Context: an optimization exercise on an open-source flow, tuned for small area, a short achievable clock period and few clock cycles. The choices shown serve that exercise and are no tape-out recipe.
RTL that was checked went through simulation tests only; none was proved equivalent to the original.
Function not checked in runs 2 to 4: the RTL went through the layout flow alone.

<file path="design/flow/run.sh">
#!/bin/bash
# synth_recipe.tcl (not shown) runs the flow's synth.tcl, then flattens the netlist and writes it again
# the make line also repeats each setting of config.mk as NAME=value (left out here)
make -C /OpenROAD-flow-scripts/flow DESIGN_CONFIG=/design/flow/config.mk WORK_HOME=/design/flow/orfs CLKGATE_MAP_FILE= SYNTH_SCRIPT=/design/flow/synth_recipe.tcl finish
</file>
<file path="design/flow/design.v">
`timescale 1ns / 1ps
module Contorl_Memory_002(a,spo);
	input [7:0] a;
	output reg [31:0] spo;
	always@(*)
		begin
		case(a)
			8'h00: spo = 32'h00000010;
			8'h01: spo = 32'h00000010;
			8'h02: spo = 32'h00000010;
			8'h03: spo = 32'h00000008;
			8'h04: spo = 32'h00100000;
			8'h10: spo = 32'h00004100;
			8'h11: spo = 32'h00000010;
			8'h12: spo = 32'h00000020;
			8'h13: spo = 32'h000700C0;
			8'h14: spo = 32'h00000200;
			8'h15: spo = 32'h00200002;
			8'h20: spo = 32'h00004100;
			8'h21: spo = 32'h00000800;
			8'h22: spo = 32'h00001000;
			8'h23: spo = 32'h00200802;
			8'h30: spo = 32'h00004100;
			8'h31: spo = 32'h00000010;
			8'h32: spo = 32'h00000020;
			8'h33: spo = 32'h000000C0;
			8'h34: spo = 32'h00000200;
			8'h35: spo = 32'h00200002;
			8'h40: spo = 32'h00004100;
			8'h41: spo = 32'h00000010;
			8'h42: spo = 32'h00000020;
			8'h43: spo = 32'h000100C0;
			8'h44: spo = 32'h00000200;
			8'h45: spo = 32'h00200002;
			8'h50: spo = 32'h00208000;
			8'h60: spo = 32'h00004100;
			8'h61: spo = 32'h00000010;
			8'h62: spo = 32'h00000020;
			8'h63: spo = 32'h000400C0;
			8'h64: spo = 32'h00000200;
			8'h65: spo = 32'h00200002;
			8'h70: spo = 32'h00004100;
			8'h71: spo = 32'h00000010;
			8'h72: spo = 32'h00000020;
			8'h73: spo = 32'h000500C0;
			8'h74: spo = 32'h00000200;
			8'h75: spo = 32'h00200002;
			8'h80: spo = 32'h00004100;
			8'h81: spo = 32'h00000010;
			8'h82: spo = 32'h00000020;
			8'h83: spo = 32'h000600C0;
			8'h84: spo = 32'h00000200;
			8'h85: spo = 32'h00200002;
			8'h90: spo = 32'h00004100;
			8'h91: spo = 32'h00000010;
			8'h92: spo = 32'h00000020;
			8'h93: spo = 32'h000900C0;
			8'h94: spo = 32'h00000200;
			8'h95: spo = 32'h00200002;
			8'hA0: spo = 32'h00004100;
			8'hA1: spo = 32'h00000010;
			8'hA2: spo = 32'h00000020;
			8'hA3: spo = 32'h000800C0;
			8'hA4: spo = 32'h00000200;
			8'hA5: spo = 32'h00200002;
			8'hB0: spo = 32'h00004100;
			8'hB1: spo = 32'h00000010;
			8'hB2: spo = 32'h00000020;
			8'hB3: spo = 32'h000200C0;
			8'hB4: spo = 32'h00000200;
			8'hB5: spo = 32'h00200002;
			8'hC0: spo = 32'h00004100;
			8'hC1: spo = 32'h00000010;
			8'hC2: spo = 32'h00000020;
			8'hC3: spo = 32'h000300C0;
			8'hC4: spo = 32'h00000200;
			8'hC5: spo = 32'h00200002;
			8'hF0: spo = 32'h00004000;
			8'hF1: spo = 32'h00200002;
			8'hF2: spo = 32'h00000004;
			8'hF3: spo = 32'h00200002;
			default: spo = 32'h00000000;
		endcase
	end
endmodule
`timescale 1ns / 1ps
module CU_001(CLK,IR,CAR,CBR,ROM,zflag,RST);
	input CLK,zflag,RST;
	input [7:0] IR;
	input [31:0] ROM;
	output reg [7:0] CAR;
	output reg [31:0] CBR;   
	parameter	STORE	= 8'b0000_0001,
				LOAD  	= 8'b0000_0010,
				ADD		= 8'b0000_0011,		
				SUB		= 8'b0000_0100,
				JMPGEZ	= 8'b0000_0101,
				JMP		= 8'b0000_0110,
				HALT	   = 8'b0000_0111,
				MPY		= 8'b0000_1000,
				DIV		= 8'b0000_1001,		
				AND		= 8'b0000_1010,		 
				OR		   = 8'b0000_1011,		 
				NOT		= 8'b0000_1100,		 
				SHR		= 8'b0000_1101,		 
				SHL		= 8'b0000_1110,		 
				INC		= 8'b0000_1111,		 
				DEC		= 8'b0001_0000;
	always@(posedge CLK or posedge RST)
		begin
		if(RST)
			begin
			CAR <= 8'h00;
			CBR <= 32'h0000_0010;
		end
		else
			begin
			CBR <= ROM;					
			case(ROM[22:20])
				3'b010: CAR <= 0;
				3'b100: CAR <= 8'h50;
				3'b001:begin
						 	case(IR)
								STORE:   CAR <= 8'h20;
								LOAD:	 	CAR <= 8'h10;	
								ADD:		CAR <= 8'h30;	
								SUB:		CAR <= 8'h40;
								AND:	 	CAR <= 8'h60;	
								OR: 	 	CAR <= 8'h70;	
								NOT:	 	CAR <= 8'h80;	
								SHR:	 	CAR <= 8'h90;	
								SHL:	 	CAR <= 8'hA0;	
								MPY:	 	CAR <= 8'hB0;	
								DIV:	 	CAR <= 8'hC0;						
								HALT: 	CAR <= 8'h50;
								JMP:		CAR <= 8'hF2;
								JMPGEZ:	if(!zflag)
												CAR <= 8'hF2;
											else
												CAR <= 8'hF0;
								default:	CAR <= 8'h00;
							endcase						
					end				
				3'b000: CAR <= CAR+1;				
				default:;			
			endcase
		end
	end
endmodule
`timescale 1ns / 1ps
module Contorl_Uint_003(CLK,zflag,IR,CBR,RST);
	input CLK,zflag,RST;
	input [7:0]IR;
	output [31:0]CBR;
	wire [7:0]CAR;
	wire [31:0]ROM;
	wire [31:0]CBR_CBR;
	CU_001 cu(.CLK(CLK),
				 .IR(IR),
				 .CAR(CAR),
				 .CBR(CBR_CBR),
				 .ROM(ROM),
				 .zflag(zflag),
				 .RST(RST));
	Contorl_Memory_002 cm_1(.a(CAR),
									.spo(ROM));
	assign CBR = CBR_CBR;
endmodule
`timescale 1ns / 1ps
module ALU_001(ACC_IN,BR_IN,ALU_OUT,CON,CLK,zflag,RST);
	input CLK,RST;
	input signed[15:0] BR_IN,ACC_IN;
	input [31:0] CON;
	output reg zflag;
	output reg [15:0] ALU_OUT;
	reg [15:0] res;
	always@(posedge CLK or posedge RST)
		begin
		if(RST)
			begin
			ALU_OUT <= 0;
			zflag <= 0;
		end
		else
			begin
			if(CON[6]&&CON[7])
				begin
				res = ALU_OUT;
				case(CON[19:16])
					4'b0000:	res = ACC_IN + BR_IN;
					4'b0001:	res = ACC_IN - BR_IN;
					4'b0010:	res = ACC_IN * BR_IN;
					4'b0011:	if(BR_IN == 0) res = 16'hFFFF; else res = ACC_IN / BR_IN;
					4'b0100:	res = ACC_IN & BR_IN;
					4'b0101:	res = ACC_IN | BR_IN;
					4'b0110:	res = ~BR_IN ;
					4'b0111:	res = BR_IN;
					4'b1000:	res = ACC_IN << 1;
					4'b1001:	res = ACC_IN >> 1;
					default:;
				endcase
				ALU_OUT <= res;
				if(res==0)
					zflag <= 1;
				else
					zflag <= 0;
			end
			else;
		end		
	end
endmodule
`timescale 1ns / 1ps
module ACC_001(CON,CLK,ALU_IN,ACC_OUT,RST);
	input CLK,RST;
	input[15:0] ALU_IN;
	input[31:0] CON;
	output reg[15:0] ACC_OUT;
	always@(posedge CLK or posedge RST)
		begin
		if(RST)
			begin
			ACC_OUT <= 0;
		end
		else
			begin
			if(CON[9])
				ACC_OUT <= ALU_IN;
			else;
		end
	end
endmodule
`timescale 1ns / 1ps
module BR_001(CON,CLK,MBR_IN,BR_OUT,RST);
	input CLK,RST;
	input[15:0] MBR_IN;
	input[31:0] CON;
	output reg[15:0] BR_OUT;
	always@(posedge CLK or posedge RST)
	begin
		if(RST)
			begin
			BR_OUT <= 0;
		end
		else
			begin
			if(CON[5])
				BR_OUT<=MBR_IN;
			else;
		end		
	end
endmodule
`timescale 1ns / 1ps
module IR_001(CLK,CON,MBR_IN,IR_OUT,RST);
	input CLK,RST;
	input[15:0] MBR_IN;
	input[31:0] CON;
	output reg [7:0] IR_OUT;
	always@(posedge CLK or posedge RST)
		begin
		if(RST)
			begin
			IR_OUT <= 0;
		end
		else
			begin
			if(CON[3])
			IR_OUT <= MBR_IN[15:8];
			else;
		end
	end
endmodule
`timescale 1ns / 1ps
module MAR_001(CON,CLK,MBR_IN,MAR_OUT,PC_IN,RST);
	input CLK,RST;
	input [7:0] PC_IN;
	input [15:0] MBR_IN;
	input [31:0] CON;
	output reg [7:0] MAR_OUT;
	always@(posedge CLK or posedge RST)
		begin
		if(RST)
			begin
			MAR_OUT <= 0;
		end
		else
			begin
			if(CON[8])
				MAR_OUT <= MBR_IN[7:0];
			else;
			if(CON[1])
				MAR_OUT <= PC_IN;
			else;
		end
	end
endmodule
`timescale 1ns / 1ps
module MBR_001(CON,CLK,RAM_IN,MBR_OUT,ACC_IN,R_W,RST);
	input CLK,RST;
	input [15:0] RAM_IN,ACC_IN;
	input [31:0] CON;
	output reg[15:0] MBR_OUT;
	output reg R_W;
	always@(posedge CLK or posedge RST)
		begin
		if(RST)
			begin
			R_W <= 0;
			MBR_OUT <= 0;
		end
		else
			begin
			if(CON[4])
				begin
				MBR_OUT <= RAM_IN;
				R_W <= 0;
			end
			else;
			if(CON[11])
				begin
				MBR_OUT <= ACC_IN;
				R_W <= 0;
			end
			else;
			if(CON[12])
				begin
				R_W <= 1;
			end
			else;					
		end
	end
endmodule
`timescale 1ns / 1ps
module PC_001(CLK,MBR_IN,PC_OUT,CON,RST);
	input CLK,RST;
	input[15:0] MBR_IN;
	input[31:0] CON;
	output reg [7:0] PC_OUT;
	always@(posedge CLK or posedge RST)
		begin
		if(RST)
			begin
			PC_OUT <= 0;
		end
		else
			begin
			if(CON[14])
				PC_OUT <= PC_OUT + 1;
			else;
			if(CON[2])
				PC_OUT <= MBR_IN[7:0];
			else;
		end
	end
endmodule
`timescale 1ns / 1ps
module Top_002(CLK,RST,MEM_ADDR,MEM_RDATA,MEM_WDATA,MEM_WE,HALTED);
	input CLK,RST;
	input [15:0]MEM_RDATA;
	output [7:0]MEM_ADDR;
	output [15:0]MEM_WDATA;
	output MEM_WE;
	output reg HALTED;
	wire [15:0]MBR_OUT,RAM_DATA,ACC_OUT,ALU_OUT,BR_OUT;
	wire R_W,flag;
	wire [31:0]CON;
	wire [7:0]MAR_OUT,PC_OUT,IR_OUT,IR_CU;
	assign RAM_DATA = MEM_RDATA;
	assign MEM_ADDR = MAR_OUT;
	assign MEM_WDATA = MBR_OUT;
	assign MEM_WE = R_W;
	always@ (posedge CLK or posedge RST)
		begin
		if(RST)
			HALTED <= 0;
		else if(CON[15])
			HALTED <= 1;
	end
	assign IR_CU = CON[3] ? MBR_OUT[15:8] : IR_OUT;
	MBR_001 mbr(.CON(CON),
					.CLK(CLK),
					.RAM_IN(RAM_DATA),
					.MBR_OUT(MBR_OUT),
					.ACC_IN(ACC_OUT),
					.R_W(R_W),
					.RST(RST));
	MAR_001 mar(.CON(CON),
					.CLK(CLK),
					.MBR_IN(MBR_OUT),
					.MAR_OUT(MAR_OUT),
					.PC_IN(PC_OUT),
					.RST(RST));
	PC_001 pc(.CLK(CLK),
				 .MBR_IN(MBR_OUT),
				 .PC_OUT(PC_OUT),
				 .CON(CON),
				 .RST(RST));
	ACC_001 acc(.CON(CON),
					.CLK(CLK),
					.ALU_IN(ALU_OUT),
					.ACC_OUT(ACC_OUT),
					.RST(RST));
	ALU_001 alu(.ACC_IN(ACC_OUT),
					.BR_IN(BR_OUT),
					.ALU_OUT(ALU_OUT),
					.CON(CON),
					.CLK(CLK),
					.zflag(flag),
					.RST(RST));
	IR_001 ir(.CLK(CLK),
				 .CON(CON),
				 .MBR_IN(MBR_OUT),
				 .IR_OUT(IR_OUT),
				 .RST(RST));
	BR_001 br(.CON(CON),
				 .CLK(CLK),
				 .MBR_IN(MBR_OUT),
				 .BR_OUT(BR_OUT),
				 .RST(RST));
	Contorl_Uint_003 contorl_unit(.CLK(CLK),
											.zflag(flag),
											.IR(IR_CU),
											.CBR(CON),
											.RST(RST));
endmodule
</file>
<file path="design/flow/constraint.sdc">
create_clock -name core_clock -period 31.0 [get_ports {CLK}]
set_input_delay 6.2000 -clock core_clock [delete_from_list [all_inputs] [get_ports {CLK}]]
set_output_delay 6.2000 -clock core_clock [all_outputs]
set_load 0.01 [all_outputs]
</file>
<file path="design/flow/config.mk">
export PLATFORM = sky130hd
export DESIGN_NAME = Top_002
export DESIGN_NICKNAME = Top_002
export VERILOG_FILES = /design/flow/design.v
export SDC_FILE = /design/flow/constraint.sdc
export NUM_CORES = 4
export LEC_CHECK = 0
export CAP_MARGIN = 20
export CORE_MARGIN = 2
export CORE_UTILIZATION = 40
export SLEW_MARGIN = 20
export SYNTH_MEMORY_MAX_BITS = 8192
</file>
==> run_summary.xml, run 1 <==
<?xml version="1.0" encoding="UTF-8"?>
<metrics>
  <group name="logic_synthesis">
    <metric name="synth-edff-count" unit="">0</metric>
    <metric name="post_synth_mux_area_share" unit="">0.0705</metric>
    <metric name="synth.top_cell.area_share" unit="">0.146</metric>
    <metric name="fraction_of_synthesis_flops_using_an_asynchronous_set_or_reset_pin" unit="">1.00</metric>
    <metric name="synth_compound_gate_area_share" unit="">0.212</metric>
    <metric name="synth_simple_gate_area_frac" unit="">0.205</metric>
    <metric name="mappedNetlistNets" unit="">2812</metric>
    <metric name="combinational_family_with_the_most_area_after_synthesis" unit="">adder cells</metric>
    <metric name="synth_area" unit="mm²">0.0195</metric>
    <metric name="ys_seq_elements" unit="">115</metric>
    <metric name="yosys.area_share.adder" unit="">0.228</metric>
    <metric name="yosys_warnings" unit="">10</metric>
    <metric name="synth_seq_area_share" unit="">0.148</metric>
    <metric name="syn_inst" unit="">2487</metric>
    <metric name="synth.largest_area_cell" unit="">sky130_fd_sc_hd__dfrtp_1</metric>
    <metric name="synthXorXnorAreaFrac" unit="">0.0732</metric>
    <metric name="synthDistinctLibCells" unit="">87</metric>
    <metric name="yosys-top-cells-area" unit="">sky130_fd_sc_hd__dfrtp_1 (15%), sky130_fd_sc_hd__ha_1 (15%), sky130_fd_sc_hd__fa_1 (8.2%), sky130_fd_sc_hd__nand2_1 (4.9%), sky130_fd_sc_hd__xnor2_1 (4.5%)</metric>
    <metric name="synth_ff_type" unit="">sky130_fd_sc_hd__dfrtp_1</metric>
    <metric name="synthesis.area_per_instance" unit="µm²">7.83</metric>
  </group>
  <group name="global_routing">
    <metric name="grt_use_met2" unit="">0.417</metric>
    <metric name="global_route.usage.total" unit="">0.265</metric>
    <metric name="antenna_found_initial" unit="">0</metric>
    <metric name="grt_pass1_wl" unit="µm">105000</metric>
    <metric name="gr_ovfl_total" unit="">0</metric>
    <metric name="grt_start_max_net_pins" unit="">80</metric>
    <metric name="globalRouteMet3Util" unit="">0.0462</metric>
    <metric name="busiest_layer" unit="">met2</metric>
    <metric name="first_global_vias" unit="">18444</metric>
    <metric name="grt.met1_usage" unit="">0.360</metric>
  </group>
  <group name="cells_and_area">
    <metric name="fillCellCount" unit="">4588</metric>
    <metric name="area.sequential" unit="mm²">0.00288</metric>
    <metric name="antenna_cells" unit="">0</metric>
    <metric name="final_util" unit="">0.472</metric>
    <metric name="area_delta_synth_final" unit="%">16.2</metric>
    <metric name="postLayoutCellArea" unit="mm²">0.0226</metric>
    <metric name="multi_input_comb_area" unit="mm²">0.0160</metric>
    <metric name="nets" unit="">2890</metric>
    <metric name="drive_above_1_share" unit="">0.158</metric>
  </group>
  <group name="die">
    <metric name="design.portCount" unit="">44</metric>
    <metric name="die_area" unit="mm²">0.0505</metric>
    <metric name="die_width" unit="µm">225</metric>
    <metric name="standard_cell_row_count" unit="">80</metric>
    <metric name="start_util" unit="">0.406</metric>
    <metric name="core_area" unit="mm²">0.0479</metric>
    <metric name="dieHeight" unit="µm">225</metric>
  </group>
  <group name="routing">
    <metric name="mean_routed_wirelength_per_cell" unit="µm">21.4</metric>
    <metric name="route.detailed.drc" unit="">0</metric>
    <metric name="detailedRoute.firstIterationViolations" unit="">1606</metric>
    <metric name="vias_per_cell" unit="">6.06</metric>
    <metric name="ant_nets" unit="">0</metric>
    <metric name="first_pass_iters" unit="">8</metric>
    <metric name="totalWireLength" unit="µm">68300</metric>
    <metric name="vias" unit="">19351</metric>
  </group>
  <group name="clock_network">
    <metric name="cts.htree.levels" unit="">4</metric>
    <metric name="cts.reportedPaths.clkPinSlew" unit="ns">0.06</metric>
    <metric name="worst_skew_pair.late_latency" unit="ns">0.43</metric>
    <metric name="cts_buffer_depth" unit="">2</metric>
    <metric name="cts.root.buffer_cell" unit="">sky130_fd_sc_hd__clkbuf_16</metric>
    <metric name="tritoncts.num_buffers" unit="">17</metric>
    <metric name="cts_tree" unit="">yes</metric>
    <metric name="clock_sink_count" unit="">115</metric>
  </group>
  <group name="setup_path">
    <metric name="crit_type" unit="">reg -&gt; reg</metric>
    <metric name="cpMostUsedCell" unit="">sky130_fd_sc_hd__ha_1</metric>
    <metric name="crit_buf_inv" unit="">10</metric>
    <metric name="regToRegSetupSlack" unit="ns">1.20</metric>
    <metric name="worst-endpoint-arrival" unit="ns">30.13</metric>
    <metric name="critical_path.max_stage_delay" unit="ns">0.60</metric>
    <metric name="timing.critical_path.required" unit="ns">31.33</metric>
    <metric name="endpoint_kind" unit="">flip-flop</metric>
    <metric name="path_delay_family" unit="">compound AO/OA/AOI/OAI gates</metric>
    <metric name="critPathLaunchType" unit="">flip-flop</metric>
    <metric name="worst_path_max_delay_cell" unit="">sky130_fd_sc_hd__or4b_2</metric>
    <metric name="timing.critical_path.fanout_max" unit="">10</metric>
  </group>
  <group name="sta">
    <metric name="transition_time_at_the_pin_with_the_least_slew_margin" unit="ns">1.22</metric>
    <metric name="period_needed" unit="ns">29.80</metric>
    <metric name="fin_skew" unit="ns">0.0145</metric>
    <metric name="setup_viol" unit="">0</metric>
    <metric name="report.final.hold_viol_count" unit="">0</metric>
    <metric name="min_period_over_period" unit="">0.961</metric>
    <metric name="finalSetupTns" unit="ns">0</metric>
    <metric name="highest_clock_rate" unit="MHz">33.6</metric>
    <metric name="slew_viol_final" unit="">0</metric>
    <metric name="slew_headroom" unit="">0.183</metric>
  </group>
  <group name="placed_design">
    <metric name="hpwlAfterDp" unit="µm">49800</metric>
    <metric name="routabilityCongestion" unit="">0.939</metric>
    <metric name="placement.cell_area" unit="mm²">0.0211</metric>
    <metric name="place.port_buffers" unit="">43</metric>
  </group>
  <group name="run_status">
    <metric name="run_status" unit="">finished clean</metric>
  </group>
  <group name="min_path">
    <metric name="holdCritPathClass" unit="">reg -&gt; reg</metric>
  </group>
  <group name="job">
    <metric name="cap_viol_max_count" unit="">0</metric>
  </group>
</metrics>
## cell families after synthesis
kind of cell	Yosys count
and+or+nand+nor	828
AOI/OAI and AO/OA	624
buffers and inverters	323
adders and majority gates	307
xor gates and xnor gates	162
muxes	128
DFF	115
## stage by stage
stage	instances	hold WS (ns)	setup WS, ns
after floorplan	2487	0.404	0.117
after global placement	3123	0.422	-0.674
after detailed placement	3123	0.424	-1.23
after CTS	3155	0.441	0.0259
after global routing	3193	0.459	-0.290
final	3193	0.435	1.20
## flip-flops by register name (all words and copies together) (netlist names), 16 cells and up
register and cells:
acc.ACC_OUT 16, alu.ALU_OUT 16, br.BR_OUT 16, contorl_unit.cu.CBR 16, mbr.MBR_OUT 16
## cell type report
cell class                      count  area share
Clock inverter                     15     0.00863
Multi-Input combinational cell   2049       0.709
Tap cell                          615      0.0340
Sequential cell                   115       0.127
Inverter                          183      0.0307
Timing Repair Buffer              199      0.0713
Clock buffer                       17      0.0188
## cells in the final DEF, fill, tap and decap left out, types with 66 or more instances in the layout
| master | count |
|---|---|
| sky130_fd_sc_hd__nand2_1 | 252 |
| sky130_fd_sc_hd__ha_1 | 216 |
| sky130_fd_sc_hd__nor2_1 | 197 |
| sky130_fd_sc_hd__inv_1 | 178 |
| sky130_fd_sc_hd__buf_4 | 151 |
| sky130_fd_sc_hd__a21oi_1 | 134 |
| sky130_fd_sc_hd__o21ai_0 | 128 |
| sky130_fd_sc_hd__dfrtp_1 | 114 |
| sky130_fd_sc_hd__xnor2_1 | 98 |
| sky130_fd_sc_hd__fa_1 | 80 |
| sky130_fd_sc_hd__mux2_2 | 73 |
| sky130_fd_sc_hd__nor3_1 | 71 |
| sky130_fd_sc_hd__and2_1 | 66 |
## repair_timing
item / CTS / global route
buffers inserted: 0 / 37
gates resized for setup: 28 / 120
cloned: 0 / 1
pin swaps: 0 / 33
endpoints found under the hold margin: 0 / 0
setup endpoints to repair: 16 / 17
hold buffers: 0 / 0
## synth_stat cells (all sizes together) (8+ instances only)
library cell and n:
buf 19, clkbuf 121, nor3 72, nor2 199, or3 32, and3 9, or4 12, nand2b 28
o2111ai 8, inv 180, mux2 73, o21ai 147, o211ai 19, o221ai 9, a21boi 10, a21o 33
o41ai 11, a211oi 33, nor4 18, ha 227, dfrtp 114, nand4 19, or2 16, nand3 44
o21bai 9, o21a 51, xnor2 99, nor2b 25, nand2 256, nand3b 8, and2 71, mux2i 55
a21oi 150, fa 80, a31oi 25, xor2 63, o31ai 28
## worst register-to-register path: cells and delay by family, from the launching register on
kind	cells	cell delay, ns
mux	6	2.06
compound gates	59	11.09
flops	1	0.39
simple gates	44	9.80
buf+inv	10	1.55
fa+ha+maj	17	4.75
xor+xnor	1	0.08
## worst paths after layout
path                                         startpoint             end  cells after the start
worst min register to register  contorl_unit.cu.CBR[12]         mbr.R_W                      1
worst max-delay path                     acc.ACC_OUT[1]       alu.zflag                    137
worst min-delay path            contorl_unit.cu.CBR[12]         mbr.R_W                      1
min in group asynchronous                           RST  mar.MAR_OUT[1]                      2
max in group asynchronous                           RST  alu.ALU_OUT[0]                      3
worst max register to register           acc.ACC_OUT[1]       alu.zflag                    137
## routing by layer
metal  up-vias  wire length (µm)
met5         -                 0
met4         0              2830
met3       173              5620
met2       852             30200
met1      9345             29700
li1       8981                 -
Testbench counts, summed over its fixed seeds: cycles 1,151,094.
==> inputs of run 2 (changes only) <==
==> design/flow/design.v (replaced) <==
`timescale 1ns / 1ps
module Top_002(CLK,RST,MEM_ADDR,MEM_RDATA,MEM_WDATA,MEM_WE,HALTED);
	input CLK,RST;
	input [15:0]MEM_RDATA;
	output [7:0]MEM_ADDR;
	output [15:0]MEM_WDATA;
	output MEM_WE;
	output reg HALTED;
	parameter K = 4;                
	localparam NI = 16 / K;         
	reg [7:0]  PC;
	reg [15:0] ACC, BR, R;
	reg        Z;
	reg [3:0]  op;                  
	reg        pv;                  
	reg        isF, isO, isS, isI;
	reg        WE;
	reg [3:0]  cnt;
	reg        negq;                
	assign MEM_ADDR  = isF ? PC : BR[7:0];
	assign MEM_WDATA = ACC;
	assign MEM_WE    = WE;
	wire [15:0] neg = -ACC;
	reg [15:0] alu;
	always @(*) begin
		case (op)
			4'h2:    alu = BR;
			4'h3:    alu = ACC + BR;
			4'h4:    alu = ACC - BR;
			4'h8:    alu = R;
			4'h9:    alu = (negq && BR != 16'h0) ? neg : ACC;
			4'hA:    alu = ACC & BR;
			4'hB:    alu = ACC | BR;
			4'hC:    alu = ~BR;
			4'hD:    alu = {1'b0, ACC[15:1]};
			4'hE:    alu = {ACC[14:0], 1'b0};
			default: alu = ACC;
		endcase
	end
	wire zn = pv ? (alu == 16'h0) : Z;
	wire        isdiv = op[0];
	wire        inv   = isdiv & ~BR[15];
	wire [15:0] Y     = BR ^ {16{inv}};
	reg  [15:0] rs, qs, X;
	reg  [16:0] S;
	reg         c;
	integer j;
	always @(*) begin
		rs = R; qs = ACC;
		for (j = 0; j < K; j = j + 1) begin
			X = {rs[14:0], isdiv & qs[15]};
			S = {1'b0, X} + {1'b0, Y} + {16'h0, inv};
			c = isdiv ? S[16] : qs[15];
			rs = c ? S[15:0] : X;
			qs = {qs[14:0], S[16]};
		end
	end
	wire [3:0] d = MEM_RDATA[11:8];
	wire [7:0] pc1 = PC + 8'd1;
	always @(posedge CLK or posedge RST) begin
		if (RST) begin
			PC <= 8'h0; ACC <= 16'h0; Z <= 1'b0; pv <= 1'b0;
			isF <= 1'b1; isO <= 1'b0; isS <= 1'b0; isI <= 1'b0;
			WE <= 1'b0; HALTED <= 1'b0;
		end else begin
			if (isF) begin
				if (pv) begin
					ACC <= alu;
					Z <= zn;
				end
				pv <= 1'b0;
				case (d)
					4'h1: begin isF <= 1'b0; isS <= 1'b1; WE <= 1'b1; PC <= pc1; end
					4'h5: PC <= zn ? pc1 : MEM_RDATA[7:0];
					4'h6: PC <= MEM_RDATA[7:0];
					4'h7: begin isF <= 1'b0; HALTED <= 1'b1; end
					4'hD, 4'hE: begin pv <= 1'b1; PC <= pc1; end
					default: begin isF <= 1'b0; isO <= 1'b1; PC <= pc1; end
				endcase
			end
			if (isO) begin
				isO <= 1'b0;
				if (op == 4'h8 || op == 4'h9) begin
					isI <= 1'b1;
					if (op[0] && ACC[15]) ACC <= neg;
				end else begin
					isF <= 1'b1;
					pv <= 1'b1;
				end
			end
			if (isS) begin
				isS <= 1'b0; WE <= 1'b0; isF <= 1'b1;
			end
			if (isI) begin
				ACC <= qs;
				if (cnt == NI - 1) begin
					isI <= 1'b0; isF <= 1'b1; pv <= 1'b1;
				end
			end
		end
	end
	always @(posedge CLK) begin
		if (isF) op <= d;
		if (isF | isO) BR <= MEM_RDATA;
		if (isO) begin
			R <= 16'h0;
			cnt <= 4'h0;
			negq <= ACC[15] ^ MEM_RDATA[15];
		end
		if (isI) begin
			R <= rs;
			cnt <= cnt + 4'h1;
		end
	end
endmodule
==> run_summary.xml, run 2 <==
<?xml version="1.0" encoding="UTF-8"?>
<metrics>
  <group name="cells_and_area">
    <metric name="area_delta_synth_final" unit="%">8.62</metric>
    <metric name="largestRegisters" unit="">ACC x16, BR x16, R x16</metric>
    <metric name="nets" unit="">1433</metric>
    <metric name="fillCellCount" unit="">2638</metric>
    <metric name="final_util" unit="">0.439</metric>
    <metric name="postLayoutCellArea" unit="mm²">0.0113</metric>
    <metric name="drive_above_1_share" unit="">0.0720</metric>
    <metric name="most_frequent_cells_in_the_layout" unit="">sky130_fd_sc_hd__nand2_1 (122), sky130_fd_sc_hd__nor2_1 (113), sky130_fd_sc_hd__a21oi_1 (97)</metric>
    <metric name="layout.cells.most_common" unit="">sky130_fd_sc_hd__nand2_1</metric>
    <metric name="antenna_cells" unit="">0</metric>
  </group>
  <group name="logic_synthesis">
    <metric name="synth_seq_area_share" unit="">0.195</metric>
    <metric name="synth_area" unit="mm²">0.0104</metric>
    <metric name="synth.top_cell.area_share" unit="">0.118</metric>
    <metric name="synth-edff-count" unit="">41</metric>
    <metric name="yosys-top-cells-area" unit="">sky130_fd_sc_hd__edfxtp_1 (12%), sky130_fd_sc_hd__ha_1 (9.7%), sky130_fd_sc_hd__dfrtp_1 (7.4%), sky130_fd_sc_hd__xnor2_1 (6.0%), sky130_fd_sc_hd__a21oi_1 (4.7%)</metric>
    <metric name="synthMostInstantiatedCell" unit="">sky130_fd_sc_hd__nand2_1</metric>
    <metric name="syn_inst" unit="">1336</metric>
    <metric name="post_synth_most_frequent_cells" unit="">sky130_fd_sc_hd__nand2_1 (122), sky130_fd_sc_hd__nor2_1 (113), sky130_fd_sc_hd__a21oi_1 (97)</metric>
    <metric name="synthDistinctLibCells" unit="">95</metric>
    <metric name="mappedNetlistNets" unit="">1440</metric>
    <metric name="yosys_warnings" unit="">1</metric>
    <metric name="synth.largest_area_cell" unit="">sky130_fd_sc_hd__edfxtp_1</metric>
    <metric name="fraction_of_synthesis_flops_using_an_asynchronous_set_or_reset_pin" unit="">0.438</metric>
    <metric name="ys_seq_elements" unit="">73</metric>
    <metric name="synth_ff_type" unit="">sky130_fd_sc_hd__edfxtp_1</metric>
    <metric name="synthesis.area_per_instance" unit="µm²">7.81</metric>
  </group>
  <group name="placed_design">
    <metric name="placement.cell_area" unit="mm²">0.0111</metric>
    <metric name="place.port_buffers" unit="">43</metric>
    <metric name="pre_cts_ws" unit="ns">17.82</metric>
    <metric name="routabilityCongestion" unit="">0.948</metric>
    <metric name="hpwlAfterDp" unit="µm">28600</metric>
  </group>
  <group name="routing">
    <metric name="detailedRoute.firstIterationViolations" unit="">1237</metric>
    <metric name="ant_nets" unit="">0</metric>
    <metric name="route.detailed.drc" unit="">0</metric>
    <metric name="totalWireLength" unit="µm">38400</metric>
    <metric name="vias" unit="">10714</metric>
    <metric name="mean_routed_wirelength_per_cell" unit="µm">23.0</metric>
    <metric name="first_pass_iters" unit="">5</metric>
    <metric name="vias_per_cell" unit="">6.42</metric>
  </group>
  <group name="global_routing">
    <metric name="global_route.usage.total" unit="">0.280</metric>
    <metric name="gr_ovfl_total" unit="">0</metric>
    <metric name="antenna_found_initial" unit="">0</metric>
    <metric name="grt_pass1_wl" unit="µm">58300</metric>
    <metric name="first_global_vias" unit="">9889</metric>
    <metric name="grt_start_max_net_pins" unit="">67</metric>
  </group>
  <group name="die">
    <metric name="dieHeight" unit="µm">166</metric>
    <metric name="die_width" unit="µm">166</metric>
    <metric name="die_area" unit="mm²">0.0274</metric>
    <metric name="start_util" unit="">0.404</metric>
    <metric name="design.portCount" unit="">44</metric>
    <metric name="core_area" unit="mm²">0.0258</metric>
    <metric name="standard_cell_row_count" unit="">59</metric>
  </group>
  <group name="setup_path">
    <metric name="crit_type" unit="">reg -&gt; reg</metric>
    <metric name="critical_path.max_stage_delay" unit="ns">0.82</metric>
    <metric name="worst_path_max_delay_cell" unit="">sky130_fd_sc_hd__a2111oi_0</metric>
    <metric name="endpoint_kind" unit="">flip-flop</metric>
    <metric name="timing.critical_path.required" unit="ns">31.21</metric>
    <metric name="critPathLaunchType" unit="">flip-flop</metric>
    <metric name="cpMostUsedCell" unit="">sky130_fd_sc_hd__a21o_1</metric>
    <metric name="timing.critical_path.fanout_max" unit="">66</metric>
    <metric name="crit_buf_inv" unit="">1</metric>
    <metric name="worst-endpoint-arrival" unit="ns">13.72</metric>
    <metric name="path_delay_family" unit="">compound AO/OA/AOI/OAI gates</metric>
  </group>
  <group name="sta">
    <metric name="fin_skew" unit="ns">0.0130</metric>
    <metric name="report.final.hold_viol_count" unit="">0</metric>
    <metric name="transition_time_at_the_pin_with_the_least_slew_margin" unit="ns">1.00</metric>
    <metric name="grt_setup_unrepaired" unit="">no</metric>
    <metric name="slew_headroom" unit="">0.316</metric>
    <metric name="timing.final.ws_setup" unit="ns">17.49</metric>
    <metric name="highest_clock_rate" unit="MHz">74.0</metric>
    <metric name="min_period_over_period" unit="">0.436</metric>
    <metric name="period_needed" unit="ns">13.51</metric>
    <metric name="finalSetupTns" unit="ns">0</metric>
    <metric name="slew_viol_final" unit="">0</metric>
    <metric name="setup_viol" unit="">0</metric>
  </group>
  <group name="clock_network">
    <metric name="cts.htree.levels" unit="">3</metric>
    <metric name="cts.root.buffer_cell" unit="">sky130_fd_sc_hd__clkbuf_16</metric>
    <metric name="cts.reportedPaths.clkPinSlew" unit="ns">0.07</metric>
    <metric name="worst_skew_pair.late_latency" unit="ns">0.35</metric>
    <metric name="clock_sink_count" unit="">73</metric>
    <metric name="tritoncts.num_buffers" unit="">9</metric>
    <metric name="hold_buffers" unit="">0</metric>
    <metric name="cts_buffer_depth" unit="">2</metric>
    <metric name="cts_tree" unit="">yes</metric>
    <metric name="post-cts-setup-buffers" unit="">0</metric>
    <metric name="cts_resized" unit="">0</metric>
  </group>
  <group name="job">
    <metric name="cap_viol_max_count" unit="">0</metric>
  </group>
  <group name="min_path">
    <metric name="holdCritPathClass" unit="">reg -&gt; reg</metric>
  </group>
  <group name="run_status">
    <metric name="run_status" unit="">finished clean</metric>
  </group>
</metrics>
[run 2: final cells by class]
type	instances	area (µm²)	area share
clock inverters	6	43.8	0.00386
clock buffers	10	229	0.0202
inverters	40	150	0.0132
flip-flops and latches	73	2030	0.179
repair buffers	61	566	0.0499
multi-input cells	1144	7900	0.697
well taps	335	419	0.0370
[run 2: final timing paths]
| path | slack, ns | cells past startpoint | to | from |
|---|---|---|---|---|
| worst max-delay path | 17.49 | 43 | R[11] | op[0] |
| worst min-delay path | 0.48 | 1 | isS | isS |
| worst max register to register | 17.49 | 43 | R[11] | op[0] |
| worst min register to register | 0.48 | 1 | isS | isS |
| max in group asynchronous | 24.35 | 3 | isF | RST |
| min in group asynchronous | 6.27 | 3 | ACC[7] | RST |
[run 2: layer usage]
layer | vias up | wire length, µm | global-route usage
met3 | 93 | 3420 | 0.0562
met5 | - | 0 | 0
met2 | 531 | 16400 | 0.419
li1 | 5007 | - | -
met4 | 0 | 1570 | 0.114
met1 | 5083 | 17000 | 0.392
[run 2: metrics by stage]
stage | instances | hold slack (ns)
6_report | 1669 | 0.482
3_5_place_dp | 1653 | 0.476
4_1_cts | 1669 | 0.486
2_1_floorplan | 1336 | 0.446
3_3_place_gp | 1653 | 0.468
5_1_grt | 1669 | 0.495
[run 2: cells by family after synthesis]
| family | count (synthesis) | share of synthesized area |
|---|---|---|
| buf+inv | 119 | 0.0487 |
| flops | 73 | 0.195 |
| fa+ha+maj | 86 | 0.107 |
| xor+xnor | 100 | 0.0839 |
| simple gates | 476 | 0.237 |
| compound gates | 441 | 0.286 |
| mux | 41 | 0.0433 |
==> inputs of run 3 (changes only) <==
==> design/flow/design.v (replaced) <==
`timescale 1ns / 1ps
module Top_002(CLK,RST,MEM_ADDR,MEM_RDATA,MEM_WDATA,MEM_WE,HALTED);
	input CLK,RST;
	input [15:0]MEM_RDATA;
	output [7:0]MEM_ADDR;
	output [15:0]MEM_WDATA;
	output MEM_WE;
	output reg HALTED;
	reg [7:0]  PC;
	reg [15:0] ACC, BR, R;
	reg        Z;
	reg [3:0]  op;                  
	reg        pv;                  
	reg        isF, isO, isI;
	reg        WE;
	reg [3:0]  cnt;
	reg        negq;                
	assign MEM_ADDR  = isF ? PC : BR[7:0];
	assign MEM_WDATA = ACC;
	assign MEM_WE    = WE;
	wire o_ld  = (op == 4'h2);
	wire o_add = (op == 4'h3);
	wire o_sub = (op == 4'h4);
	wire o_mpy = (op == 4'h8);
	wire o_div = (op == 4'h9);
	wire o_and = (op == 4'hA);
	wire o_or  = (op == 4'hB);
	wire o_not = (op == 4'hC);
	wire o_shr = (op == 4'hD);
	wire o_shl = (op == 4'hE);
	wire isdiv  = op[0];
	wire dinv   = isdiv & ~BR[15];
	wire do_neg = ~isI & o_div & (isO ? ACC[15] : negq);
	wire selA   = ~isI & (o_add | o_sub | o_and | o_or | o_shl | (o_div & ~do_neg) | (isO & o_mpy));
	wire selR   = ~isI & ~isO & o_mpy;
	wire selBB  = isI | o_ld | o_add | o_sub | o_and | o_or | o_not;
	wire selBA  = ~isI & (o_shl | do_neg);
	wire inv    = isI ? dinv : (o_sub | o_not | do_neg);
	wire cin    = isI ? dinv : (o_sub | do_neg);
	wire [15:0] X = (ACC & {16{selA}}) | (R & {16{selR}}) |
	                ({R[14:0], isdiv & ACC[15]} & {16{isI}});
	wire [15:0] Y = ((BR & {16{selBB}}) | (ACC & {16{selBA}})) ^ {16{inv}};
	wire [15:0] p = X ^ Y;
	wire [15:0] g = X & Y;
	wire [16:0] sum = {1'b0, X} + {1'b0, Y} + {16'h0, cin};
	wire        cout = sum[16];
	wire div0 = o_div & (BR == 16'h0);
	wire [15:0] res = o_and ? g :
	                  o_or  ? (g | p) :
	                  o_shr ? {1'b0, ACC[15:1]} :
	                  (sum[15:0] | {16{div0 & ~isO}});
	wire zn = pv ? (res == 16'h0) : Z;
	wire takes = isdiv ? cout : ACC[15];    
	wire sml = (res[15:4] == 12'h0);
	reg [15:0] nacc;
	reg [3:0]  ncnt;
	always @(*) begin
		nacc = res; ncnt = 4'd0;
		if (sml) begin
			if (res[3])      begin nacc = {res[3:0], 12'h0}; ncnt = 4'd12; end
			else if (res[2]) begin nacc = {res[2:0], 13'h0}; ncnt = 4'd13; end
			else if (res[1]) begin nacc = {res[1:0], 14'h0}; ncnt = 4'd14; end
			else             begin nacc = {res[0], 15'h0};   ncnt = 4'd15; end
		end
	end
	wire zro = sml & (res[3:0] == 4'h0);
	wire [3:0] d = MEM_RDATA[11:8];
	wire [7:0] pc1 = PC + 8'd1;
	always @(posedge CLK or posedge RST) begin
		if (RST) begin
			PC <= 8'h0; ACC <= 16'h0; Z <= 1'b0; pv <= 1'b0;
			isF <= 1'b1; isO <= 1'b0; isI <= 1'b0;
			WE <= 1'b0; HALTED <= 1'b0;
		end else begin
			if (isF) begin
				if (pv) begin
					ACC <= res;
					Z <= zn;
				end
				pv <= 1'b0;
				case (d)
					4'h1: begin isF <= 1'b0; WE <= 1'b1; PC <= pc1; end
					4'h5: PC <= zn ? pc1 : MEM_RDATA[7:0];
					4'h6: PC <= MEM_RDATA[7:0];
					4'h7: begin isF <= 1'b0; HALTED <= 1'b1; end
					4'hD, 4'hE: begin pv <= 1'b1; PC <= pc1; end
					default: begin isF <= 1'b0; isO <= 1'b1; PC <= pc1; end
				endcase
			end
			if (isO) begin
				isO <= 1'b0;
				if ((o_mpy | o_div) & ~zro) begin
					isI <= 1'b1;
				end else begin
					isF <= 1'b1;
					pv <= 1'b1;
				end
				if (o_mpy | o_div)
					ACC <= nacc;
			end
			if (WE) begin
				WE <= 1'b0; isF <= 1'b1;
			end
			if (isI) begin
				ACC <= {ACC[14:0], cout};
				if (cnt == 4'd15) begin
					isI <= 1'b0; isF <= 1'b1; pv <= 1'b1;
				end
			end
		end
	end
	always @(posedge CLK) begin
		if (isF) op <= d;
		if (isF | isO) BR <= MEM_RDATA;
		if (isO) begin
			R <= 16'h0;
			cnt <= ncnt;
			negq <= ACC[15] ^ MEM_RDATA[15];
		end
		if (isI) begin
			R <= takes ? sum[15:0] : X;
			cnt <= cnt + 4'd1;
		end
	end
endmodule
==> run_summary.xml, run 3 <==
<?xml version="1.0" encoding="UTF-8"?>
<metrics>
  <group name="run_status">
    <metric name="run_status" unit="">finished clean</metric>
  </group>
  <group name="setup_path">
    <metric name="timing.critical_path.cells" unit="">mux2_2 &gt; clkdlybuf4s50_1</metric>
    <metric name="timing.critical_path.fanout_max" unit="">22</metric>
    <metric name="crit_type" unit="">reg -&gt; out</metric>
    <metric name="endpoint_kind" unit="">primary output</metric>
    <metric name="critical_path.max_stage_delay" unit="ns">0.83</metric>
    <metric name="critPathLaunchType" unit="">flip-flop</metric>
    <metric name="worst_path_max_delay_cell" unit="">sky130_fd_sc_hd__dfstp_2</metric>
    <metric name="timing.critical_path.required" unit="ns">24.80</metric>
    <metric name="worst-endpoint-arrival" unit="ns">2.08</metric>
  </group>
  <group name="routing">
    <metric name="ant_nets" unit="">0</metric>
    <metric name="first_pass_iters" unit="">6</metric>
    <metric name="vias" unit="">5941</metric>
    <metric name="detailedRoute.firstIterationViolations" unit="">578</metric>
    <metric name="totalWireLength" unit="µm">20000</metric>
    <metric name="route.detailed.drc" unit="">0</metric>
    <metric name="mean_routed_wirelength_per_cell" unit="µm">20.3</metric>
    <metric name="vias_per_cell" unit="">6.01</metric>
  </group>
  <group name="cells_and_area">
    <metric name="fillCellCount" unit="">1540</metric>
    <metric name="antenna_cells" unit="">0</metric>
    <metric name="largestRegisters" unit="">ACC x16, BR x16, R x16</metric>
    <metric name="drive_above_1_share" unit="">0.0842</metric>
    <metric name="multi_input_comb_area" unit="mm²">0.00397</metric>
    <metric name="most_frequent_cells_in_the_layout" unit="">sky130_fd_sc_hd__nand2_1 (77), sky130_fd_sc_hd__nor2_1 (63), sky130_fd_sc_hd__inv_1 (54)</metric>
    <metric name="area_delta_synth_final" unit="%">13.8</metric>
    <metric name="area.sequential" unit="mm²">0.00201</metric>
    <metric name="nets" unit="">821</metric>
    <metric name="postLayoutCellArea" unit="mm²">0.00726</metric>
    <metric name="layout.cells.most_common" unit="">sky130_fd_sc_hd__nand2_1</metric>
    <metric name="final_util" unit="">0.462</metric>
  </group>
  <group name="clock_network">
    <metric name="cts.htree.levels" unit="">3</metric>
    <metric name="clock_sink_count" unit="">72</metric>
    <metric name="cts_buffer_depth" unit="">2</metric>
    <metric name="tritoncts.num_buffers" unit="">9</metric>
    <metric name="cts.reportedPaths.clkPinSlew" unit="ns">0.06</metric>
    <metric name="cts_tree" unit="">yes</metric>
    <metric name="hold_buffers" unit="">0</metric>
    <metric name="cts.root.buffer_cell" unit="">sky130_fd_sc_hd__clkbuf_16</metric>
    <metric name="cts_resized" unit="">0</metric>
    <metric name="worst_skew_pair.late_latency" unit="ns">0.35</metric>
    <metric name="post-cts-setup-buffers" unit="">0</metric>
  </group>
  <group name="placed_design">
    <metric name="placement.cell_area" unit="mm²">0.00695</metric>
    <metric name="routabilityCongestion" unit="">0.919</metric>
    <metric name="hpwlAfterDp" unit="µm">13900</metric>
    <metric name="place.port_buffers" unit="">43</metric>
  </group>
  <group name="sta">
    <metric name="finalSetupTns" unit="ns">0</metric>
    <metric name="slew_viol_final" unit="">0</metric>
    <metric name="grt_setup_unrepaired" unit="">no</metric>
    <metric name="slew_headroom" unit="">0.307</metric>
    <metric name="highest_clock_rate" unit="MHz">121</metric>
    <metric name="setup_viol" unit="">0</metric>
    <metric name="finalHoldWorstSlack" unit="ns">0.477</metric>
    <metric name="fin_skew" unit="ns">0.0106</metric>
    <metric name="period_needed" unit="ns">8.28</metric>
    <metric name="min_period_over_period" unit="">0.267</metric>
    <metric name="report.final.hold_viol_count" unit="">0</metric>
    <metric name="transition_time_at_the_pin_with_the_least_slew_margin" unit="ns">1.03</metric>
  </group>
  <group name="logic_synthesis">
    <metric name="synth.largest_area_cell" unit="">sky130_fd_sc_hd__edfxtp_1</metric>
    <metric name="synth.top_cell.area_share" unit="">0.193</metric>
    <metric name="fraction_of_synthesis_flops_using_an_asynchronous_set_or_reset_pin" unit="">0.431</metric>
    <metric name="mappedNetlistNets" unit="">807</metric>
    <metric name="post_synth_most_frequent_cells" unit="">sky130_fd_sc_hd__nand2_1 (77), sky130_fd_sc_hd__nor2_1 (63), sky130_fd_sc_hd__inv_1 (54)</metric>
    <metric name="yosys.area_share.adder" unit="">0.0730</metric>
    <metric name="synthesis.area_per_instance" unit="µm²">8.47</metric>
    <metric name="synth_area" unit="mm²">0.00638</metric>
    <metric name="yosys_warnings" unit="">1</metric>
    <metric name="synthMostInstantiatedCell" unit="">sky130_fd_sc_hd__nand2_1</metric>
    <metric name="synth_ff_type" unit="">sky130_fd_sc_hd__edfxtp_1</metric>
    <metric name="ys_seq_elements" unit="">72</metric>
    <metric name="synth_simple_gate_area_frac" unit="">0.189</metric>
    <metric name="synth-edff-count" unit="">41</metric>
    <metric name="yosys-top-cells-area" unit="">sky130_fd_sc_hd__edfxtp_1 (19%), sky130_fd_sc_hd__dfrtp_1 (12%), sky130_fd_sc_hd__ha_1 (6.7%), sky130_fd_sc_hd__nand2_1 (4.5%), sky130_fd_sc_hd__nor2_1 (3.7%)</metric>
    <metric name="post_synth_mux_area_share" unit="">0.0326</metric>
    <metric name="synthDistinctLibCells" unit="">83</metric>
    <metric name="combinational_family_with_the_most_area_after_synthesis" unit="">compound AO/OA/AOI/OAI gates</metric>
    <metric name="synth_seq_area_share" unit="">0.315</metric>
    <metric name="synth_compound_gate_area_share" unit="">0.283</metric>
    <metric name="syn_inst" unit="">753</metric>
    <metric name="synthXorXnorAreaFrac" unit="">0.0426</metric>
  </group>
  <group name="global_routing">
    <metric name="global_route.usage.total" unit="">0.243</metric>
    <metric name="first_global_vias" unit="">5606</metric>
    <metric name="gr_ovfl_total" unit="">0</metric>
    <metric name="antenna_found_initial" unit="">0</metric>
    <metric name="grt_start_max_net_pins" unit="">65</metric>
    <metric name="grt_pass1_wl" unit="µm">31400</metric>
  </group>
  <group name="die">
    <metric name="design.portCount" unit="">44</metric>
    <metric name="core_area" unit="mm²">0.0157</metric>
    <metric name="die_width" unit="µm">130</metric>
    <metric name="start_util" unit="">0.406</metric>
    <metric name="die_area" unit="mm²">0.0170</metric>
    <metric name="dieHeight" unit="µm">130</metric>
    <metric name="standard_cell_row_count" unit="">46</metric>
  </group>
  <group name="min_path">
    <metric name="holdCritPathClass" unit="">reg -&gt; reg</metric>
  </group>
  <group name="job">
    <metric name="cap_viol_max_count" unit="">0</metric>
  </group>
</metrics>
==> run 3: changes by cell type after synthesis, sizes merged, moves of 16 or more <==
cell	before	now
mux2	30	11
nand2	122	77
o21ai	98	43
nand2b	31	3
nor3	28	10
ha	81	34
a21oi	97	48
xor2	29	7
xnor2	71	24
nand3	34	18
a22o	3	19
buf	35	14
nor2	113	64
==> run 3: cell families after synthesis <==
family          Yosys count
compound gates          250
simple gates            241
buf+inv                 104
flops                    72
fa+ha+maj                36
xor+xnor                 31
mux                      19
==> run 3: worst paths after layout <==
path,start,end,slack (ns),depth (start not counted)
setup / recovery,isF,MEM_ADDR[2],22.72,2
hold / removal,HALTED,HALTED,0.48,1
setup reg to reg,op[0],PC[0],25.01,21
hold reg to reg,HALTED,HALTED,0.48,1
max in group asynchronous,RST,isI,24.36,3
min in group asynchronous,RST,ACC[9],6.27,3
==> run 3: metrics by stage <==
stage          setup WS (ns)  cells
2_1_floorplan          23.27    753
3_3_place_gp           22.58    972
3_5_place_dp           22.47    972
4_1_cts                22.71    988
5_1_grt                22.64    988
6_report               22.72    988
==> run 3: critical path: cells and delay by family, from the launching register on <==
| kind | cells | cell delay [ns] |
|---|---|---|
| buf+inv | 1 | 0.48 |
| flops | 1 | 0.83 |
| mux | 1 | 0.41 |
==> run 3: final cells by class <==
| class | instances | share of cell area |
|---|---|---|
| clock buffers | 11 | 0.0334 |
| clock inverters | 5 | 0.00776 |
| inverters | 54 | 0.0279 |
| multi-input cells | 577 | 0.547 |
| flip-flops and latches | 72 | 0.277 |
| well taps | 216 | 0.0372 |
| repair buffers | 53 | 0.0697 |
==> run 3: layer usage <==
metal	part of all wire	track usage
met1	0.45	0.326
met2	0.47	0.403
met3	0.053	0.0271
met4	0.029	0.0930
met5	0	0
==> inputs of run 4 (changes only) <==
--- a/design/flow/design.v
+++ b/design/flow/design.v
@@ -7,5 +7,5 @@
 	output MEM_WE;
 	output reg HALTED;
-	reg [7:0]  PC;
+	reg [7:0]  PC, MAR;
 	reg [15:0] ACC, BR, R;
 	reg        Z;
@@ -16,5 +16,5 @@
 	reg [3:0]  cnt;
 	reg        negq;                
-	assign MEM_ADDR  = isF ? PC : BR[7:0];
+	assign MEM_ADDR  = MAR;
 	assign MEM_WDATA = ACC;
 	assign MEM_WE    = WE;
@@ -66,8 +66,12 @@
 	wire zro = sml & (res[3:0] == 4'h0);
 	wire [3:0] d = MEM_RDATA[11:8];
+	wire [7:0] a = MEM_RDATA[7:0];
 	wire [7:0] pc1 = PC + 8'd1;
+	wire jump = ~d[3] & d[2] & ((d[1] & ~d[0]) | (~d[1] & d[0] & ~zn));
+	wire opnd = (d == 4'h1) | (d == 4'h2) | (d == 4'h3) | (d == 4'h4) |
+	            (d[3] & ~(d[2] & (d[1] | d[0])));
 	always @(posedge CLK or posedge RST) begin
 		if (RST) begin
-			PC <= 8'h0; ACC <= 16'h0; Z <= 1'b0; pv <= 1'b0;
+			PC <= 8'h0; MAR <= 8'h0; ACC <= 16'h0; Z <= 1'b0; pv <= 1'b0;
 			isF <= 1'b1; isO <= 1'b0; isI <= 1'b0;
 			WE <= 1'b0; HALTED <= 1'b0;
@@ -79,13 +83,15 @@
 				end
 				pv <= 1'b0;
+				PC <= jump ? a : pc1;
+				MAR <= (jump | opnd) ? a : pc1;
 				case (d)
-					4'h1: begin isF <= 1'b0; WE <= 1'b1; PC <= pc1; end
-					4'h5: PC <= zn ? pc1 : MEM_RDATA[7:0];
-					4'h6: PC <= MEM_RDATA[7:0];
+					4'h1: begin isF <= 1'b0; WE <= 1'b1; end
+					4'h5, 4'h6: ;
 					4'h7: begin isF <= 1'b0; HALTED <= 1'b1; end
-					4'hD, 4'hE: begin pv <= 1'b1; PC <= pc1; end
-					default: begin isF <= 1'b0; isO <= 1'b1; PC <= pc1; end
+					4'hD, 4'hE: pv <= 1'b1;
+					default: begin isF <= 1'b0; isO <= 1'b1; end
 				endcase
-			end
+			end else
+				MAR <= PC;
 			if (isO) begin
 				isO <= 1'b0;
@@ -112,5 +118,5 @@
 	always @(posedge CLK) begin
 		if (isF) op <= d;
-		if (isF | isO) BR <= MEM_RDATA;
+		if (isO) BR <= MEM_RDATA;
 		if (isO) begin
 			R <= 16'h0;
==> run_summary.xml, run 4 <==
<?xml version="1.0" encoding="UTF-8"?>
<metrics>
  <group name="sta">
    <metric name="timing.final.ws_setup" unit="ns">22.59</metric>
    <metric name="transition_time_at_the_pin_with_the_least_slew_margin" unit="ns">0.991</metric>
    <metric name="slew_headroom" unit="">0.335</metric>
    <metric name="finalSetupTns" unit="ns">0</metric>
    <metric name="slew_viol_final" unit="">0</metric>
    <metric name="min_period_over_period" unit="">0.271</metric>
    <metric name="grt_setup_unrepaired" unit="">no</metric>
    <metric name="period_needed" unit="ns">8.41</metric>
    <metric name="fin_skew" unit="ns">0.00882</metric>
    <metric name="setup_viol" unit="">0</metric>
    <metric name="report.final.hold_viol_count" unit="">0</metric>
    <metric name="highest_clock_rate" unit="MHz">119</metric>
  </group>
  <group name="cells_and_area">
    <metric name="layout.cells.most_common" unit="">sky130_fd_sc_hd__nand2_1</metric>
    <metric name="nets" unit="">787</metric>
    <metric name="area_delta_synth_final" unit="%">14.2</metric>
    <metric name="fillCellCount" unit="">1498</metric>
    <metric name="instances_no_fill" unit="">926</metric>
    <metric name="most_frequent_cells_in_the_layout" unit="">sky130_fd_sc_hd__nand2_1 (66), sky130_fd_sc_hd__nor2_1 (58), sky130_fd_sc_hd__inv_1 (46)</metric>
    <metric name="antenna_cells" unit="">0</metric>
    <metric name="drive_above_1_share" unit="">0.0691</metric>
    <metric name="multi_input_comb_area" unit="mm²">0.00366</metric>
    <metric name="area.sequential" unit="mm²">0.00221</metric>
    <metric name="largestRegisters" unit="">ACC x16, BR x16, R x16</metric>
  </group>
  <group name="global_routing">
    <metric name="grt_pass1_wl" unit="µm">31000</metric>
    <metric name="antenna_found_initial" unit="">0</metric>
    <metric name="grt_start_max_net_pins" unit="">56</metric>
    <metric name="first_global_vias" unit="">5806</metric>
    <metric name="gr_ovfl_total" unit="">0</metric>
    <metric name="global_route.usage.total" unit="">0.239</metric>
  </group>
  <group name="logic_synthesis">
    <metric name="synth_area" unit="mm²">0.00623</metric>
    <metric name="synth.top_cell.area_share" unit="">0.198</metric>
    <metric name="synthMostInstantiatedCell" unit="">sky130_fd_sc_hd__nand2_1</metric>
    <metric name="fraction_of_synthesis_flops_using_an_asynchronous_set_or_reset_pin" unit="">0.488</metric>
    <metric name="synth.largest_area_cell" unit="">sky130_fd_sc_hd__edfxtp_1</metric>
    <metric name="synthDistinctLibCells" unit="">72</metric>
    <metric name="ys_seq_elements" unit="">80</metric>
    <metric name="synthesis.area_per_instance" unit="µm²">8.75</metric>
    <metric name="yosys-top-cells-area" unit="">sky130_fd_sc_hd__edfxtp_1 (20%), sky130_fd_sc_hd__dfrtp_1 (15%), sky130_fd_sc_hd__ha_1 (6.8%), sky130_fd_sc_hd__nand2_1 (4.0%), sky130_fd_sc_hd__nor2_1 (3.5%)</metric>
    <metric name="syn_inst" unit="">712</metric>
    <metric name="synth_ff_type" unit="">sky130_fd_sc_hd__edfxtp_1</metric>
    <metric name="mappedNetlistNets" unit="">766</metric>
    <metric name="synth-edff-count" unit="">41</metric>
    <metric name="yosys_warnings" unit="">1</metric>
    <metric name="post_synth_most_frequent_cells" unit="">sky130_fd_sc_hd__nand2_1 (66), sky130_fd_sc_hd__nor2_1 (58), sky130_fd_sc_hd__inv_1 (47)</metric>
    <metric name="synth_seq_area_share" unit="">0.355</metric>
  </group>
  <group name="die">
    <metric name="core_area" unit="mm²">0.0152</metric>
    <metric name="die_width" unit="µm">129</metric>
    <metric name="start_util" unit="">0.410</metric>
    <metric name="die_area" unit="mm²">0.0166</metric>
    <metric name="standard_cell_row_count" unit="">45</metric>
    <metric name="dieHeight" unit="µm">129</metric>
    <metric name="design.portCount" unit="">44</metric>
  </group>
  <group name="clock_network">
    <metric name="cts.htree.levels" unit="">3</metric>
    <metric name="hold_buffers" unit="">0</metric>
    <metric name="worst_skew_pair.late_latency" unit="ns">0.35</metric>
    <metric name="cts.reportedPaths.clkPinSlew" unit="ns">0.06</metric>
    <metric name="cts.root.buffer_cell" unit="">sky130_fd_sc_hd__clkbuf_16</metric>
    <metric name="clock_sink_count" unit="">80</metric>
    <metric name="cts_resized" unit="">0</metric>
    <metric name="cts_buffer_depth" unit="">2</metric>
    <metric name="tritoncts.num_buffers" unit="">9</metric>
    <metric name="post-cts-setup-buffers" unit="">0</metric>
    <metric name="cts_tree" unit="">yes</metric>
  </group>
  <group name="setup_path">
    <metric name="critical_path.max_stage_delay" unit="ns">0.61</metric>
    <metric name="timing.critical_path.required" unit="ns">31.25</metric>
    <metric name="crit_buf_inv" unit="">2</metric>
    <metric name="timing.critical_path.cells" unit="">clkdlybuf4s50_1 &gt; nand2b_1 &gt; o21ai_0 &gt; nand2_1 &gt; inv_1 &gt; nor4_1 &gt; a21oi_1 &gt; and3_1 &gt; o311ai_2</metric>
    <metric name="worst-endpoint-arrival" unit="ns">8.67</metric>
    <metric name="worst_path_max_delay_cell" unit="">sky130_fd_sc_hd__clkdlybuf4s50_1</metric>
    <metric name="endpoint_kind" unit="">flip-flop</metric>
    <metric name="crit_type" unit="">in -&gt; reg</metric>
    <metric name="critPathLaunchType" unit="">input pin</metric>
    <metric name="path_delay_family" unit="">simple AND/OR/NAND/NOR gates</metric>
    <metric name="timing.critical_path.fanout_max" unit="">23</metric>
  </group>
  <group name="routing">
    <metric name="mean_routed_wirelength_per_cell" unit="µm">20.8</metric>
    <metric name="route.detailed.drc" unit="">0</metric>
    <metric name="totalWireLength" unit="µm">19200</metric>
    <metric name="ant_nets" unit="">0</metric>
    <metric name="vias" unit="">5879</metric>
    <metric name="vias_per_cell" unit="">6.35</metric>
    <metric name="first_pass_iters" unit="">8</metric>
    <metric name="detailedRoute.firstIterationViolations" unit="">694</metric>
  </group>
  <group name="placed_design">
    <metric name="pre_cts_ws" unit="ns">22.26</metric>
    <metric name="routabilityCongestion" unit="">0.899</metric>
    <metric name="place.port_buffers" unit="">43</metric>
    <metric name="hpwlAfterDp" unit="µm">13200</metric>
    <metric name="place_inst" unit="">910</metric>
  </group>
  <group name="min_path">
    <metric name="holdCritPathClass" unit="">reg -&gt; reg</metric>
  </group>
  <group name="run_status">
    <metric name="run_status" unit="">finished clean</metric>
  </group>
  <group name="job">
    <metric name="cap_viol_max_count" unit="">0</metric>
  </group>
</metrics>
[run 4: cells by family (layout without fill, tap and decap cells)]
family                   after synthesis  after routing  synth area share
adder cells (fa/ha/maj)               36             36            0.0747
XOR/XNOR                              31             31            0.0436
buffers and inverters                 95            121            0.0597
AND/OR/NAND/NOR                      225            225             0.178
multiplexers                          19             19            0.0315
flip-flops                            80             80             0.355
AO/OA/AOI/OAI                        226            226             0.258
[run 4: per-stage QoR]
stage                     hold WS, ns  instance area (µm²)   util
after floorplan                 0.435                 6230      -
after detailed placement        0.466                 6810  0.448
after global placement          0.457                 6810  0.448
after global routing            0.506                 7110  0.468
after CTS                       0.485                 7110  0.468
final                           0.482                 7110  0.468
[run 4: worst paths after layout]
check	from	end	slack [ns]	cells past startpoint
max	MEM_RDATA[9]	MAR[2]	22.59	9
max reg2reg	isI	ACC[2]	24.45	17
min in group asynchronous	RST	ACC[5]	6.37	2
min reg2reg	HALTED	HALTED	0.48	1
min	HALTED	HALTED	0.48	1
max in group asynchronous	RST	pv	24.05	2
[run 4: metal layers]
metal | track usage | wire, µm
met1 | 0.318 | 8210
met2 | 0.387 | 9010
met3 | 0.0470 | 1500
met4 | 0.0895 | 515
met5 | 0 | 0
[run 4: final cells by class]
type | count | area share
multi-input cells | 537 | 0.514
flip-flops and latches | 80 | 0.310
repair buffers | 55 | 0.0732
well taps | 188 | 0.0331
clock buffers | 9 | 0.0317
inverters | 50 | 0.0264
clock inverters | 7 | 0.0113

-- what the ideal ports hide --
No port has a modelled driver above. Below, the same layouts with a new extraction and two added sets of constraints.
Step 1 sets driving cells, clkbuf_16 on the clock port and buf_2 on the other inputs (assumed; they add their load-dependent delay and slew).
Step 2 also shifts input and output timing later by t, the mid clock arrival at the registers, as if the neighbouring blocks saw the same clock.
Three values: ideal ports, drivers, drivers and shift; two values: the first two.
| run | t (ns) | setup WS [ns] | worst hold slack (ns) | worst setup path at the end | worst slew at a driven data input, ns |
|---|---|---|---|---|---|
| run 1 | 0.476 | 1.197 / 1.197 / 1.197 | 0.435 / 0.435 / 0.435 | register to register | 0.04 |
| run 2 | 0.386 | 17.489 / 17.489 / 17.489 | 0.482 / 0.482 / 0.482 | register to register | 0.04 |
| run 3 | 0.389 | 22.724 / 22.682 / 22.424 | 0.477 / 0.477 / 0.477 | input to register | 0.03 |
| run 4 | 0.394 | 22.585 / 22.606 / 22.212 | 0.482 / 0.482 / 0.482 | input to register | 0.04 |
After both steps setup and hold are still met in every run listed. The setup slack of run 4, which loses most, moves by +0.021 ns with the drivers and by -0.373 ns with both steps.
